From an optimization exercise on the open Yosys and OpenROAD flow, aimed at small area and a short achievable clock period; shortcuts taken in it are not production practice.
Function was checked by simulation only, so behaviour that the tests miss may differ from the original.

Design fir_bandstop, start of the top module:
module fir_bandstop ( clk, in, out );
input  wire clk;
input  wire [15:0]in;
output wire [57:0]out;
wire [33:0] y;
wire ys;
wire [23:0] sg;
fir fir_bs_inst(
	.clk(clk),
	.in(in),
	.y(y),
	.ys(ys)
	);
genvar i;
generate
	for (i=0; i<24; i=i+1) begin: sign
		fir_sreg r ( .clk(clk), .d(ys), .q(sg[i]) );
	end
endgenerate
assign out = {sg, y};
endmodule
Size: ~3700 cells after synthesis, about 930 flip-flops, about 0.056 sq mm of cells after synthesis.
clock: 12.0 ns
lec_check: 0
cap_margin: 20
core_margin: 2
core_utilization: 60
cts_cluster_diameter: 60
cts_cluster_size: 30
slew_margin: 20
synth_hierarchical: 1
synth_minimum_keep_size: 0
standard.sh (not shown) runs the stock make flow with config.mk's settings and CLKGATE_MAP_FILE= SYNTH_SCRIPT=/design/flow/synth_recipe.tcl, a recipe that flattens the netlist after the stock synthesis.
==> flow/flow/run.sh <==
#!/bin/bash
set -euo pipefail
export BUFFER_PORTS_ARGS="-buffer_cell sky130_fd_sc_hd__buf_2"
export SETUP_SLACK_MARGIN=8.7
bash standard.sh > standard.log 2>&1
The first run finished with timing, DRC and antenna clean.
Change:
==> flow/flow/run.sh (replaced) <==
#!/bin/bash
set -euo pipefail
export BUFFER_PORTS_ARGS="-buffer_cell sky130_fd_sc_hd__buf_2"
export SETUP_SLACK_MARGIN=8.45
export CTS_ARGS="-sink_clustering_enable -repair_clock_nets -sink_clustering_size 20 -sink_clustering_max_diameter 50 -root_buf sky130_fd_sc_hd__clkbuf_16 -sink_clustering_buffer sky130_fd_sc_hd__clkbuf_8 -dont_use_dummy_load"
bash standard.sh > standard.log 2>&1
Settings changed: CORE_UTILIZATION 60 to 50.
Result: Maximum frequency is higher by 2.2%. Routed wire length is lower by 11%. Global-route usage is lower by 11 points. Final cell count is higher by 2.8%.

fir_bandstop again, from the RTL that the note above started with.
export LEC_CHECK = 0
export CAP_MARGIN = 20
export CORE_MARGIN = 2
export CORE_UTILIZATION = 50
export CTS_CLUSTER_DIAMETER = 60
export CTS_CLUSTER_SIZE = 30
export SLEW_MARGIN = 20
export SYNTH_HIERARCHICAL = 1
export SYNTH_MINIMUM_KEEP_SIZE = 0
create_clock -name core_clock -period 12.0 [get_ports {clk}]
==> flow/flow/run.sh <==
#!/bin/bash
set -euo pipefail
export BUFFER_PORTS_ARGS="-buffer_cell sky130_fd_sc_hd__buf_2"
export SETUP_SLACK_MARGIN=8.45
bash standard.sh > standard.log 2>&1
The starting point completed without violations.
Edit:
==> flow/flow/run.sh (replaced) <==
#!/bin/bash
set -euo pipefail
export BUFFER_PORTS_ARGS="-buffer_cell sky130_fd_sc_hd__buf_2"
export SETUP_SLACK_MARGIN=8.6
export CTS_ARGS="-sink_clustering_enable -repair_clock_nets -sink_clustering_size 20 -sink_clustering_max_diameter 50 -root_buf sky130_fd_sc_hd__clkbuf_16 -sink_clustering_buffer sky130_fd_sc_hd__clkbuf_8 -dont_use_dummy_load"
bash standard.sh > standard.log 2>&1   # ORFS's own logs stay under orfs/logs/
After rerunning: Critical path depth does not change. Hold slack got worse by 0.023 ns.
Edit:
==> flow/run.sh (new file) <==
#!/bin/bash
# synth_recipe.tcl (not shown) runs the flow's synth.tcl, then flattens the netlist and writes it again
# the make line also repeats each setting of config.mk as NAME=value (left out here)
make -C /OpenROAD-flow-scripts/flow DESIGN_CONFIG=/design/flow/config.mk WORK_HOME=/design/flow/orfs CLKGATE_MAP_FILE= SYNTH_SCRIPT=/design/flow/synth_recipe.tcl finish
removed: flow/flow/run.sh
removed: flow/standard.sh
Outcome:
- worst setup slack loses 0.47 ns
- die area stays the same
- utilization rose by 0.79 points
- cell area increases slightly
- area after synthesis stays the same
- count of clock-buffer cells in the layout goes down by 9
- sequential share of layout area shrinks by 1.3 points
- cell count increases slightly
- sequential cell count stays the same
Edit:
==> flow/flow/run.sh (new file) <==
#!/bin/bash
set -euo pipefail
export BUFFER_PORTS_ARGS="-buffer_cell sky130_fd_sc_hd__buf_2"
export SETUP_SLACK_MARGIN=8.6
export CTS_ARGS="-sink_clustering_enable -repair_clock_nets -sink_clustering_size 20 -sink_clustering_max_diameter 50 -root_buf sky130_fd_sc_hd__clkbuf_16 -sink_clustering_buffer sky130_fd_sc_hd__clkbuf_8 -dont_use_dummy_load"
bash standard.sh > standard.log 2>&1   # ORFS's own logs stay under orfs/logs/
==> flow/standard.sh (new file) <==
#!/bin/bash
# synth_recipe.tcl (not shown) runs the flow's synth.tcl, then flattens the netlist and writes it again
# the make line also repeats each setting of config.mk as NAME=value (left out here)
make -C /OpenROAD-flow-scripts/flow DESIGN_CONFIG=/design/flow/config.mk WORK_HOME=/design/flow/orfs CLKGATE_MAP_FILE= SYNTH_SCRIPT=/design/flow/synth_recipe.tcl "${@:-finish}"
- CORE_UTILIZATION: 50 -> 62
removed: flow/run.sh
The changed run completed without violations; clock-buffer cell count falls by 5; clock skew rises by 0.044 ns; hold slack is worse by 0.022 ns; first-iteration DRC count rises by 35%; final cell count falls by about 6%; design area falls by 1.7%; register-to-register slack is better by 0.46 ns; via count rises by about 7%.

Another version of the RTL of fir_bandstop (not shown whole).
For scale: about 3,700 cells after synthesis.
clock: 12.0 ns
lec_check: 0
cap_margin: 20
core_margin: 2
core_utilization: 50
cts_cluster_diameter: 60
cts_cluster_size: 30
slew_margin: 20
synth_hierarchical: 1
synth_minimum_keep_size: 0
==> flow/flow/run.sh <==
#!/bin/bash
set -euo pipefail
export BUFFER_PORTS_ARGS="-buffer_cell sky130_fd_sc_hd__buf_2"
export SETUP_SLACK_MARGIN=8.6
export CTS_ARGS="-sink_clustering_enable -repair_clock_nets -sink_clustering_size 24 -sink_clustering_max_diameter 45 -root_buf sky130_fd_sc_hd__clkbuf_16 -sink_clustering_buffer sky130_fd_sc_hd__clkbuf_8 -dont_use_dummy_load"
bash standard.sh > standard.log 2>&1   # ORFS's own logs stay under orfs/logs/
Edit:
--- a/flow/flow/run.sh
+++ b/flow/flow/run.sh
@@ -3,3 +3,3 @@
 export BUFFER_PORTS_ARGS="-buffer_cell sky130_fd_sc_hd__buf_2"
-export SETUP_SLACK_MARGIN=8.6
+export SETUP_SLACK_MARGIN=8.5
 export CTS_ARGS="-sink_clustering_enable -repair_clock_nets -sink_clustering_size 24 -sink_clustering_max_diameter 45 -root_buf sky130_fd_sc_hd__clkbuf_16 -sink_clustering_buffer sky130_fd_sc_hd__clkbuf_8 -dont_use_dummy_load"
ABC_CLOCK_PERIOD_IN_PS = 3000   (was default)
What happened: Design area is lower by 0.58%. Routed wire length barely changes. Hold slack gains 0.0057 ns. Setup slack is worse by 0.0035 ns. Final cell count barely changes. Sequential share of layout area is about the same. Maximum frequency stays flat. Count of clock-buffer cells in the layout does not change. Via count shrinks by 0.36%.

RTL: one of the versions met above, not the one the previous note started from.
Size: ~3700 cells after synthesis, ~930 flip-flops, roughly 75 I/O pins, about 56000 sq um of cells after synthesis.
==> flow/design.v (excerpt) <==
module fir_bandstop ( clk, in, out );
input  wire clk;
input  wire [15:0]in;
output wire [57:0]out;
wire [33:0] y;
wire ys;
wire [23:0] sg;
fir fir_bs_inst(
	.clk(clk),
	.in(in),
	.y(y),
	.ys(ys)
	);
genvar i;
generate
	for (i=0; i<24; i=i+1) begin: sign
		fir_sreg r ( .clk(clk), .d(ys), .q(sg[i]) );
	end
endgenerate
assign out = {sg, y};
endmodule
==> flow/config.mk <==
export PLATFORM = sky130hd
export DESIGN_NAME = fir_bandstop
export DESIGN_NICKNAME = fir_bandstop
export VERILOG_FILES = /design/flow/design.v
export SDC_FILE = /design/flow/constraint.sdc
export NUM_CORES = 4
export LEC_CHECK = 0
export CAP_MARGIN = 20
export CORE_MARGIN = 2
export CORE_UTILIZATION = 50
export CTS_CLUSTER_DIAMETER = 60
export CTS_CLUSTER_SIZE = 30
export SLEW_MARGIN = 20
export SYNTH_HIERARCHICAL = 1
export SYNTH_MINIMUM_KEEP_SIZE = 0
==> flow/constraint.sdc <==
create_clock -name core_clock -period 12.0 [get_ports {clk}]
set_input_delay 2.4000 -clock core_clock [delete_from_list [all_inputs] [get_ports {clk}]]
set_output_delay 2.4000 -clock core_clock [all_outputs]
set_load 0.01 [all_outputs]
==> flow/flow/run.sh <==
#!/bin/bash
# The standard layout (the standard.sh: ORFS synthesis to final layout), with one change:
# the buffers that ORFS puts on every input and output port are sky130_fd_sc_hd__buf_2
# instead of the delay cell that buffer_ports picks by default.
set -euo pipefail
export BUFFER_PORTS_ARGS="-buffer_cell sky130_fd_sc_hd__buf_2"
export SETUP_SLACK_MARGIN=8.3
bash standard.sh > standard.log 2>&1
Next try:
--- a/flow/flow/run.sh
+++ b/flow/flow/run.sh
@@ -6,3 +6,2 @@
 export BUFFER_PORTS_ARGS="-buffer_cell sky130_fd_sc_hd__buf_2"
-export SETUP_SLACK_MARGIN=8.3
 bash standard.sh > standard.log 2>&1
=> The changed run produced a clean layout. Setup slack gets worse by 0.20 ns. Non-clock buffer count decreases by 1. Die area stays the same. Synthesized area stays the same. Sequential cell count stays the same. Synthesized cell count is unchanged. Core utilization decreases by 0.13 points. Clock skew stays flat. Global-route usage barely changes.
Next try:
==> flow/flow/run.sh (replaced) <==
#!/bin/bash
set -euo pipefail
export BUFFER_PORTS_ARGS="-buffer_cell sky130_fd_sc_hd__buf_2"
export SETUP_SLACK_MARGIN=8.45
export CTS_ARGS="-sink_clustering_enable -repair_clock_nets -sink_clustering_size 12 -sink_clustering_max_diameter 40 -root_buf sky130_fd_sc_hd__clkbuf_16 -sink_clustering_buffer sky130_fd_sc_hd__clkbuf_4 -dont_use_dummy_load"
bash standard.sh > standard.log 2>&1
Design area goes down by about 2.4%.
Die area is unchanged.
Global-route usage is higher by 0.53 points.
Critical path depth falls by 5.
Worst setup slack gets better by 0.32 ns.
Cell count shrinks by 0.40%.
Routed wire length increases by about 1.5%.
Count of clock-buffer cells in the layout went up by 41.
Next try:
==> flow/flow/run.sh (replaced) <==
#!/bin/bash
set -euo pipefail
export BUFFER_PORTS_ARGS="-buffer_cell sky130_fd_sc_hd__buf_2"
export SETUP_SLACK_MARGIN=8.45
export CTS_ARGS="-sink_clustering_enable -repair_clock_nets -sink_clustering_size 20 -sink_clustering_max_diameter 50 -root_buf sky130_fd_sc_hd__clkbuf_16 -sink_clustering_buffer sky130_fd_sc_hd__clkbuf_8 -dont_use_dummy_load"
bash standard.sh > standard.log 2>&1   # ORFS's own logs stay under orfs/logs/
Non-clock buffer count does not change.
Core utilization rose by 0.14 points.
Next try:
==> flow/flow/run.sh (replaced) <==
#!/bin/bash
set -euo pipefail
export BUFFER_PORTS_ARGS="-buffer_cell sky130_fd_sc_hd__buf_2"
export SETUP_SLACK_MARGIN=8.45
bash standard.sh > standard.log 2>&1
CTS_CLUSTER_DIAMETER = 45   (was 60)
CTS_CLUSTER_SIZE = 40   (was 30)
Final cell count climbs by 2.0%. Clock-buffer cell count rises by 20. Via count grows by about 1.5%. Hold slack improved by 0.056 ns. Worst setup slack is worse by 0.032 ns. Clock skew fell by 0.040 ns.

-- port drivers added, routing unchanged --
In the flow no input, the clock included, has a driving cell. The finished layouts below were timed again as built, in two steps.
Step 1 (the two cells are an assumption about what drives the block):
set clk [get_ports {clk}]
set_driving_cell -lib_cell sky130_fd_sc_hd__clkbuf_16 $clk
set_driving_cell -lib_cell sky130_fd_sc_hd__buf_2 [delete_from_list [all_inputs] $clk]
Step 2 adds t to the input delays and takes it off the output delays; t is the mean of the earliest and latest rising clock arrival at the registers after step 1. Input paths then give back, and output paths get back, about the clock's delay inside the block.
Three values: no drivers, after step 1, after step 2; two values: the first two.
| run | t, ns | setup slack, ns | worst hold slack (ns) | latest minus earliest clock arrival (ns) |
|---|---|---|---|---|
| the first run of note 1 | 0.768 | 8.394 / 8.320 / 8.587 | 0.324 / 0.324 / 0.324 | 0.057 / 0.057 |
| the second run of note 1 | 0.718 | 8.471 / 8.398 / 8.471 | 0.257 / 0.257 / 0.257 | 0.084 / 0.084 |
| the first run of note 2 | 0.764 | 8.459 / 8.381 / 8.465 | 0.315 / 0.315 / 0.315 | 0.039 / 0.040 |
| the second run of note 2 | 0.722 | 8.478 / 8.396 / 8.599 | 0.291 / 0.291 / 0.291 | 0.084 / 0.084 |
| the third run of note 2 | 0.772 | 8.007 / 7.928 / 8.102 | 0.328 / 0.328 / 0.328 | 0.045 / 0.044 |
| the fourth run of note 2 | 0.716 | 8.436 / 8.360 / 8.565 | 0.306 / 0.306 / 0.306 | 0.092 / 0.092 |
| the first run of note 3 | 0.704 | 8.492 / 8.419 / 8.550 | 0.287 / 0.287 / 0.287 | 0.078 / 0.078 |
| the second run of note 3 | 0.705 | 8.488 / 8.421 / 8.535 | 0.293 / 0.293 / 0.293 | 0.075 / 0.076 |
| the first run of note 4 | 0.774 | 8.299 / 8.299 / 8.299 | 0.319 / 0.319 / 0.319 | 0.034 / 0.034 |
| the second run of note 4 | 0.774 | 8.099 / 8.099 / 8.099 | 0.317 / 0.317 / 0.317 | 0.036 / 0.035 |
| the third run of note 4 | 0.769 | 8.415 / 8.337 / 8.415 | 0.292 / 0.292 / 0.292 | 0.094 / 0.094 |
| the fourth run of note 4 | 0.718 | 8.471 / 8.398 / 8.471 | 0.257 / 0.257 / 0.257 | 0.084 / 0.084 |
| the fifth run of note 4 | 0.782 | 8.439 / 8.361 / 8.446 | 0.313 / 0.313 / 0.313 | 0.041 / 0.041 |
After both steps every run listed still meets setup and hold.
